Context: an optimization exercise on an open-source flow, tuned for small area, a short achievable clock period and few clock cycles per item. The choices shown serve that exercise and are no tape-out recipe. RTL that was checked went through simulation tests only; none was proved equivalent to the original.

==> run a <==
// MLP_RTL_IP_v1_0
module MLP_RTL_IP_v1_0 (
    ACLK,
    ARESETN,
    S_AXIS_TREADY,
    S_AXIS_TDATA,
    S_AXIS_TLAST,
    S_AXIS_TVALID,
    M_AXIS_TVALID,
    M_AXIS_TDATA,
    M_AXIS_TLAST,
    M_AXIS_TREADY
);
==> module MLP_RTL_IP_v1_0, before the edit <==
module MLP_RTL_IP_v1_0 (
    ACLK,
    ARESETN,
    S_AXIS_TREADY,
    S_AXIS_TDATA,
    S_AXIS_TLAST,
    S_AXIS_TVALID,
    M_AXIS_TVALID,
    M_AXIS_TDATA,
    M_AXIS_TLAST,
    M_AXIS_TREADY
);
    input         ACLK;
    input         ARESETN;
    output        S_AXIS_TREADY;
    input  [31:0] S_AXIS_TDATA;
    input         S_AXIS_TLAST;
    input         S_AXIS_TVALID;
    output        M_AXIS_TVALID;
    output [31:0] M_AXIS_TDATA;
    output        M_AXIS_TLAST;
    input         M_AXIS_TREADY;
    reg       par;       
    reg       run;       
    reg [2:0] wcnt;      
    reg       word1;     
    reg [2:0] cnt;       
    reg       ov;        
    wire take = ov & M_AXIS_TREADY;
    reg  rdy;            
    assign S_AXIS_TREADY = rdy;
    wire acc_in = S_AXIS_TVALID & rdy;
    wire [31:0] dn = ~S_AXIS_TDATA;
    wire       par_n   = ~par;
    wire       run_n   = run | (acc_in & ~run & wcnt == 3'd4);
    wire [2:0] wcnt_n  = wcnt + {2'd0, acc_in & ~run};
    wire       word1_n = word1 ^ (acc_in & run);
    wire [2:0] cnt_n   = cnt + {2'd0, acc_in & run & word1} - {2'd0, take};
    reg        rdy_n;
    always @(*) begin
        if (!run_n) begin
            case (wcnt_n)
                3'd1, 3'd3: rdy_n = par_n;
                default:    rdy_n = ~par_n;
            endcase
        end else if (word1_n) begin
            rdy_n = ~par_n & ~cnt_n[2];
        end else begin
            rdy_n = par_n;
        end
    end
    wire ldw = ~run & rdy;
    reg [23:0] ra1, rb1, ra2, rb2;    
    reg [7:0]  a13, a23;              
    reg [7:0]  b1, b2, b3;
    reg [7:0]  rac, rbc;              
    always @(posedge ACLK) begin
        ra1 <= rb1;
        rb1 <= (ldw & (wcnt == 3'd0 | wcnt == 3'd1)) ? dn[31:8] : ra1;
        ra2 <= rb2;
        rb2 <= (ldw & (wcnt == 3'd2 | wcnt == 3'd3)) ? dn[31:8] : ra2;
        if (ldw & wcnt == 3'd4) begin
            rac <= S_AXIS_TDATA[23:16];
            rbc <= S_AXIS_TDATA[15:8];
        end else begin
            rac <= rbc;
            rbc <= rac;
        end
        if (ldw & wcnt == 3'd0) b1  <= S_AXIS_TDATA[7:0];
        if (ldw & wcnt == 3'd1) a13 <= dn[7:0];
        if (ldw & wcnt == 3'd2) b2  <= S_AXIS_TDATA[7:0];
        if (ldw & wcnt == 3'd3) a23 <= dn[7:0];
        if (ldw & wcnt == 3'd4) b3  <= S_AXIS_TDATA[7:0];
    end
    reg [31:0] xr;
    reg        xv, xp;
    always @(posedge ACLK) begin
        xr[23:0]  <= dn[23:0];
        xr[31:24] <= dn[31:24] | {8{~par}};    
    end
    reg v1, p1, vs;
    wire [7:0] s1, s2;
    mlp_neuron n1 (.clk(ACLK), .xn(xr), .wn({a13, ra1}), .bias(b1), .ph0(~xp),
                   .v1(v1), .p1(p1), .clr(~run), .s(s1));
    mlp_neuron n2 (.clk(ACLK), .xn(xr), .wn({a23, ra2}), .bias(b2), .ph0(~xp),
                   .v1(v1), .p1(p1), .clr(~run), .s(s2));
    reg  [7:0] sa, sb;   
    reg  [7:0] h;
    reg        vh1, vh2, vq;
    wire [7:0] g;
    always @(posedge ACLK) begin
        sa <= (v1 & p1) ? s1 : sb;
        sb <= s2;
    end
    perceptron_sigmoid sig (.idx(sa), .val(g));
    always @(posedge ACLK) h <= g;
    reg  [15:0] ls, lc;
    wire [15:0] ls_d, lc_d;
    wire [15:0] b3row = {7'd0, b3[7], ~b3[7], b3[6:0]};
    mlp_l2 l2u (.h(h), .c(rac), .bs(vh2 ? ls : b3row), .bc(lc & {16{vh2}}),
                .ys(ls_d), .yc(lc_d));
    always @(posedge ACLK) begin
        ls <= ls_d;
        lc <= lc_d;
    end
    wire [15:0] l2sum = ls + lc;
    reg  [7:0] yo;
    reg  [7:0] q0, q1, q2;
    reg  [2:0] wp, rp;   
    reg  [1:0] fc;       
    wire [7:0] y    = l2sum[15:8];
    wire       push = vq;
    wire       adv  = take | ~ov;               
    wire       pop  = adv & (fc != 2'd0);
    wire       qwr  = push & ~(adv & fc == 2'd0);
    wire [7:0] qh   = ({8{rp[0]}} & q0) | ({8{rp[1]}} & q1) | ({8{rp[2]}} & q2);
    always @(posedge ACLK) begin
        if (qwr & wp[0]) q0 <= y;
        if (qwr & wp[1]) q1 <= y;
        if (qwr & wp[2]) q2 <= y;
        if (adv) yo <= (fc != 2'd0) ? qh : y;
    end
    assign M_AXIS_TVALID = ov;
    assign M_AXIS_TLAST  = ov;
    assign M_AXIS_TDATA  = {24'd0, yo};
    always @(posedge ACLK) begin
        if (!ARESETN) begin
            par   <= 1'b0;
            run   <= 1'b0;
            wcnt  <= 3'd0;
            word1 <= 1'b0;
            cnt   <= 3'd0;
            rdy   <= 1'b1;
            ov    <= 1'b0;
            xv    <= 1'b0;
            xp    <= 1'b0;
            v1    <= 1'b0;
            p1    <= 1'b0;
            vs    <= 1'b0;
            vh1   <= 1'b0;
            vh2   <= 1'b0;
            vq    <= 1'b0;
            wp    <= 3'b001;
            rp    <= 3'b001;
            fc    <= 2'd0;
        end else begin
            par   <= par_n;
            run   <= run_n;
            wcnt  <= wcnt_n;
            word1 <= word1_n;
            cnt   <= cnt_n;
            rdy   <= rdy_n;
            xv  <= acc_in & run;
            xp  <= word1;
            v1  <= xv;
            p1  <= xp;
            vs  <= v1 & p1;
            vh1 <= vs;
            vh2 <= vh1;
            vq  <= vh2;
            if (qwr) wp <= {wp[1:0], wp[2]};
            if (pop) rp <= {rp[1:0], rp[2]};
            fc <= fc + {1'b0, qwr} - {1'b0, pop};
            if (adv) ov <= push | (fc != 2'd0);
        end
    end
endmodule
==> flow/config.mk <==
export PLATFORM = sky130hd
export DESIGN_NAME = MLP_RTL_IP_v1_0
export DESIGN_NICKNAME = MLP_RTL_IP_v1_0
export VERILOG_FILES = /design/flow/design.v
export SDC_FILE = /design/flow/constraint.sdc
export NUM_CORES = 4
export LEC_CHECK = 0
export CAP_MARGIN = 20
export CORE_MARGIN = 2
export CORE_UTILIZATION = 40
export SETUP_SLACK_MARGIN = 3.0
export SLEW_MARGIN = 20
export SYNTH_HIERARCHICAL = 1
export SYNTH_MINIMUM_KEEP_SIZE = 0
==> flow/constraint.sdc <==
create_clock -name core_clock -period 6.0 [get_ports {ACLK}]
set_input_delay 1.2000 -clock core_clock [delete_from_list [all_inputs] [get_ports {ACLK}]]
set_output_delay 1.2000 -clock core_clock [all_outputs]
set_load 0.01 [all_outputs]
run.sh (not shown) runs the stock make flow with config.mk's settings and CLKGATE_MAP_FILE= SYNTH_SCRIPT=/design/flow/synth_recipe.tcl, a recipe that flattens the netlist after the stock synthesis.
==> run b: changes against run a <==
--- a/flow/config.mk
+++ b/flow/config.mk
@@ -10,3 +10,3 @@
 export CORE_UTILIZATION = 40
-export SETUP_SLACK_MARGIN = 3.0
+export SETUP_SLACK_MARGIN = 2.5
 export SLEW_MARGIN = 20
==> run c: changes against run a <==
--- a/flow/design.v
+++ b/flow/design.v
@@ -1068,25 +1068,19 @@
     wire take = ov & M_AXIS_TREADY;
-    reg  rdy;            
-    assign S_AXIS_TREADY = rdy;
-    wire acc_in = S_AXIS_TVALID & rdy;
-    wire [31:0] dn = ~S_AXIS_TDATA;
-    wire       par_n   = ~par;
-    wire       run_n   = run | (acc_in & ~run & wcnt == 3'd4);
-    wire [2:0] wcnt_n  = wcnt + {2'd0, acc_in & ~run};
-    wire       word1_n = word1 ^ (acc_in & run);
-    wire [2:0] cnt_n   = cnt + {2'd0, acc_in & run & word1} - {2'd0, take};
-    reg        rdy_n;
+    reg  rdy;
     always @(*) begin
-        if (!run_n) begin
-            case (wcnt_n)
-                3'd1, 3'd3: rdy_n = par_n;
-                default:    rdy_n = ~par_n;
+        if (!run) begin
+            case (wcnt)
+                3'd1, 3'd3: rdy = par;
+                default:    rdy = ~par;
             endcase
-        end else if (word1_n) begin
-            rdy_n = ~par_n & ~cnt_n[2];
+        end else if (word1) begin
+            rdy = ~par & ~cnt[2];
         end else begin
-            rdy_n = par_n;
+            rdy = par;
         end
     end
-    wire ldw = ~run & rdy;
+    assign S_AXIS_TREADY = rdy;
+    wire acc_in = S_AXIS_TVALID & rdy;
+    wire ld     = acc_in & ~run;
+    wire [31:0] dn = ~S_AXIS_TDATA;
     reg [23:0] ra1, rb1, ra2, rb2;    
@@ -1097,6 +1091,6 @@
         ra1 <= rb1;
-        rb1 <= (ldw & (wcnt == 3'd0 | wcnt == 3'd1)) ? dn[31:8] : ra1;
+        rb1 <= (ld & (wcnt == 3'd0 | wcnt == 3'd1)) ? dn[31:8] : ra1;
         ra2 <= rb2;
-        rb2 <= (ldw & (wcnt == 3'd2 | wcnt == 3'd3)) ? dn[31:8] : ra2;
-        if (ldw & wcnt == 3'd4) begin
+        rb2 <= (ld & (wcnt == 3'd2 | wcnt == 3'd3)) ? dn[31:8] : ra2;
+        if (ld & wcnt == 3'd4) begin
             rac <= S_AXIS_TDATA[23:16];
@@ -1107,7 +1101,7 @@
         end
-        if (ldw & wcnt == 3'd0) b1  <= S_AXIS_TDATA[7:0];
-        if (ldw & wcnt == 3'd1) a13 <= dn[7:0];
-        if (ldw & wcnt == 3'd2) b2  <= S_AXIS_TDATA[7:0];
-        if (ldw & wcnt == 3'd3) a23 <= dn[7:0];
-        if (ldw & wcnt == 3'd4) b3  <= S_AXIS_TDATA[7:0];
+        if (ld & wcnt == 3'd0) b1  <= S_AXIS_TDATA[7:0];
+        if (ld & wcnt == 3'd1) a13 <= dn[7:0];
+        if (ld & wcnt == 3'd2) b2  <= S_AXIS_TDATA[7:0];
+        if (ld & wcnt == 3'd3) a23 <= dn[7:0];
+        if (ld & wcnt == 3'd4) b3  <= S_AXIS_TDATA[7:0];
     end
@@ -1145,18 +1139,14 @@
     wire [15:0] l2sum = ls + lc;
-    reg  [7:0] yo;
-    reg  [7:0] q0, q1, q2;
-    reg  [2:0] wp, rp;   
-    reg  [1:0] fc;       
-    wire [7:0] y    = l2sum[15:8];
-    wire       push = vq;
-    wire       adv  = take | ~ov;               
-    wire       pop  = adv & (fc != 2'd0);
-    wire       qwr  = push & ~(adv & fc == 2'd0);
-    wire [7:0] qh   = ({8{rp[0]}} & q0) | ({8{rp[1]}} & q1) | ({8{rp[2]}} & q2);
-    always @(posedge ACLK) begin
-        if (qwr & wp[0]) q0 <= y;
-        if (qwr & wp[1]) q1 <= y;
-        if (qwr & wp[2]) q2 <= y;
-        if (adv) yo <= (fc != 2'd0) ? qh : y;
-    end
+    reg [7:0] q0, q1, q2, q3;
+    reg [3:0] wp, rp;    
+    wire push = vq;
+    always @(posedge ACLK) begin
+        if (push & wp[0]) q0 <= l2sum[15:8];
+        if (push & wp[1]) q1 <= l2sum[15:8];
+        if (push & wp[2]) q2 <= l2sum[15:8];
+        if (push & wp[3]) q3 <= l2sum[15:8];
+    end
+    wire [7:0] yo = ({8{rp[0]}} & q0) | ({8{rp[1]}} & q1) |
+                    ({8{rp[2]}} & q2) | ({8{rp[3]}} & q3);
+    reg [2:0] qn;        
     assign M_AXIS_TVALID = ov;
@@ -1164,2 +1154,3 @@
     assign M_AXIS_TDATA  = {24'd0, yo};
+    wire [2:0] qn_next = qn + {2'd0, push} - {2'd0, take};
     always @(posedge ACLK) begin
@@ -1171,3 +1162,2 @@
             cnt   <= 3'd0;
-            rdy   <= 1'b1;
             ov    <= 1'b0;
@@ -1181,12 +1171,12 @@
             vq    <= 1'b0;
-            wp    <= 3'b001;
-            rp    <= 3'b001;
-            fc    <= 2'd0;
+            wp    <= 4'b0001;
+            rp    <= 4'b0001;
+            qn    <= 3'd0;
         end else begin
-            par   <= par_n;
-            run   <= run_n;
-            wcnt  <= wcnt_n;
-            word1 <= word1_n;
-            cnt   <= cnt_n;
-            rdy   <= rdy_n;
+            par <= ~par;
+            if (ld) begin
+                wcnt <= wcnt + 3'd1;
+                if (wcnt == 3'd4) run <= 1'b1;
+            end
+            if (acc_in & run) word1 <= ~word1;
             xv  <= acc_in & run;
@@ -1199,6 +1189,7 @@
             vq  <= vh2;
-            if (qwr) wp <= {wp[1:0], wp[2]};
-            if (pop) rp <= {rp[1:0], rp[2]};
-            fc <= fc + {1'b0, qwr} - {1'b0, pop};
-            if (adv) ov <= push | (fc != 2'd0);
+            cnt <= cnt + {2'd0, acc_in & run & word1} - {2'd0, take};
+            if (push) wp <= {wp[2:0], wp[3]};
+            if (take) rp <= {rp[2:0], rp[3]};
+            qn  <= qn_next;
+            ov  <= qn_next != 3'd0;
         end
--- a/flow/config.mk
+++ b/flow/config.mk
@@ -10,3 +10,2 @@
 export CORE_UTILIZATION = 40
-export SETUP_SLACK_MARGIN = 3.0
 export SLEW_MARGIN = 20
==> summary of the runs <==
Via count, lowest first: run c, run b, run a. Against run c, the count of clock-buffer cells in the layout of run b is higher by 2. Routed wire length: run b < run c < run a. Non-clock buffer count: run a is higher than run c (167). Run b passed the timing, DRC and antenna checks. Run c passed the timing, DRC and antenna checks. Run a finished with timing, DRC and antenna clean. Synthesized area: run a is larger than run c (0.60%).
==> figures <==
item	run b	run a	run c
Run status	complete, no violations	complete, no violations	complete, no violations
Met2 Use GR	31.5%	34.1%	32.5%
Post-Syn Area	31800 um^2	31800 um^2	31600 um^2
Fraction of the core area covered by cells at the end of the flow	42.5%	46.8%	42.1%
Fraction of synthesized cell area taken by the top area cell type	34.7%	34.7%	35.0%
Maximum operating frequency	0.287 GHz	0.288 GHz	0.247 GHz
Sequential cell count of the final layout	435	435	437
M1 WL	33.0 mm	34.5 mm	32.8 mm
Clk tree area frac	4.75%	4.21%	5.04%
Initial antenna violation count	4	5	1
Top layer reached by signal wires	met4	met5	met4
Combined buffer and inverter count along the critical path	0	1	3
Testbench counts of run c, summed over its fixed seeds: cycles 2,144, items 1,024.
For run a and run b, only the layout was checked, not whether the RTL still works.

afterwards: timing with drivers on the ports:
Ports are ideal in the flow. The routed layouts listed here were re-timed in OpenROAD.
Step 1: set_driving_cell puts a clkbuf_16 on ACLK and a buf_2 on each other input, an assumption about the parent block.
Step 2 also shifts input and output timing later by t, the mid clock arrival at the registers, as if the neighbouring blocks saw the same clock.
a / b / c = ideal / step 1 / step 2; a / b = the first two.
run	t, ns	slack for setup (ns)	clock arrival spread, ns
run a	0.645	2.524 / 2.524 / 2.485	0.036 / 0.037
run b	0.643	2.510 / 2.510 / 2.112	0.029 / 0.030
run c	0.656	1.956 / 1.894 / 2.124	0.085 / 0.085
After both steps setup and hold are still met in every run listed. The setup slack of run b, which loses most, moves by 0.000 ns with the drivers and by -0.398 ns with both steps.
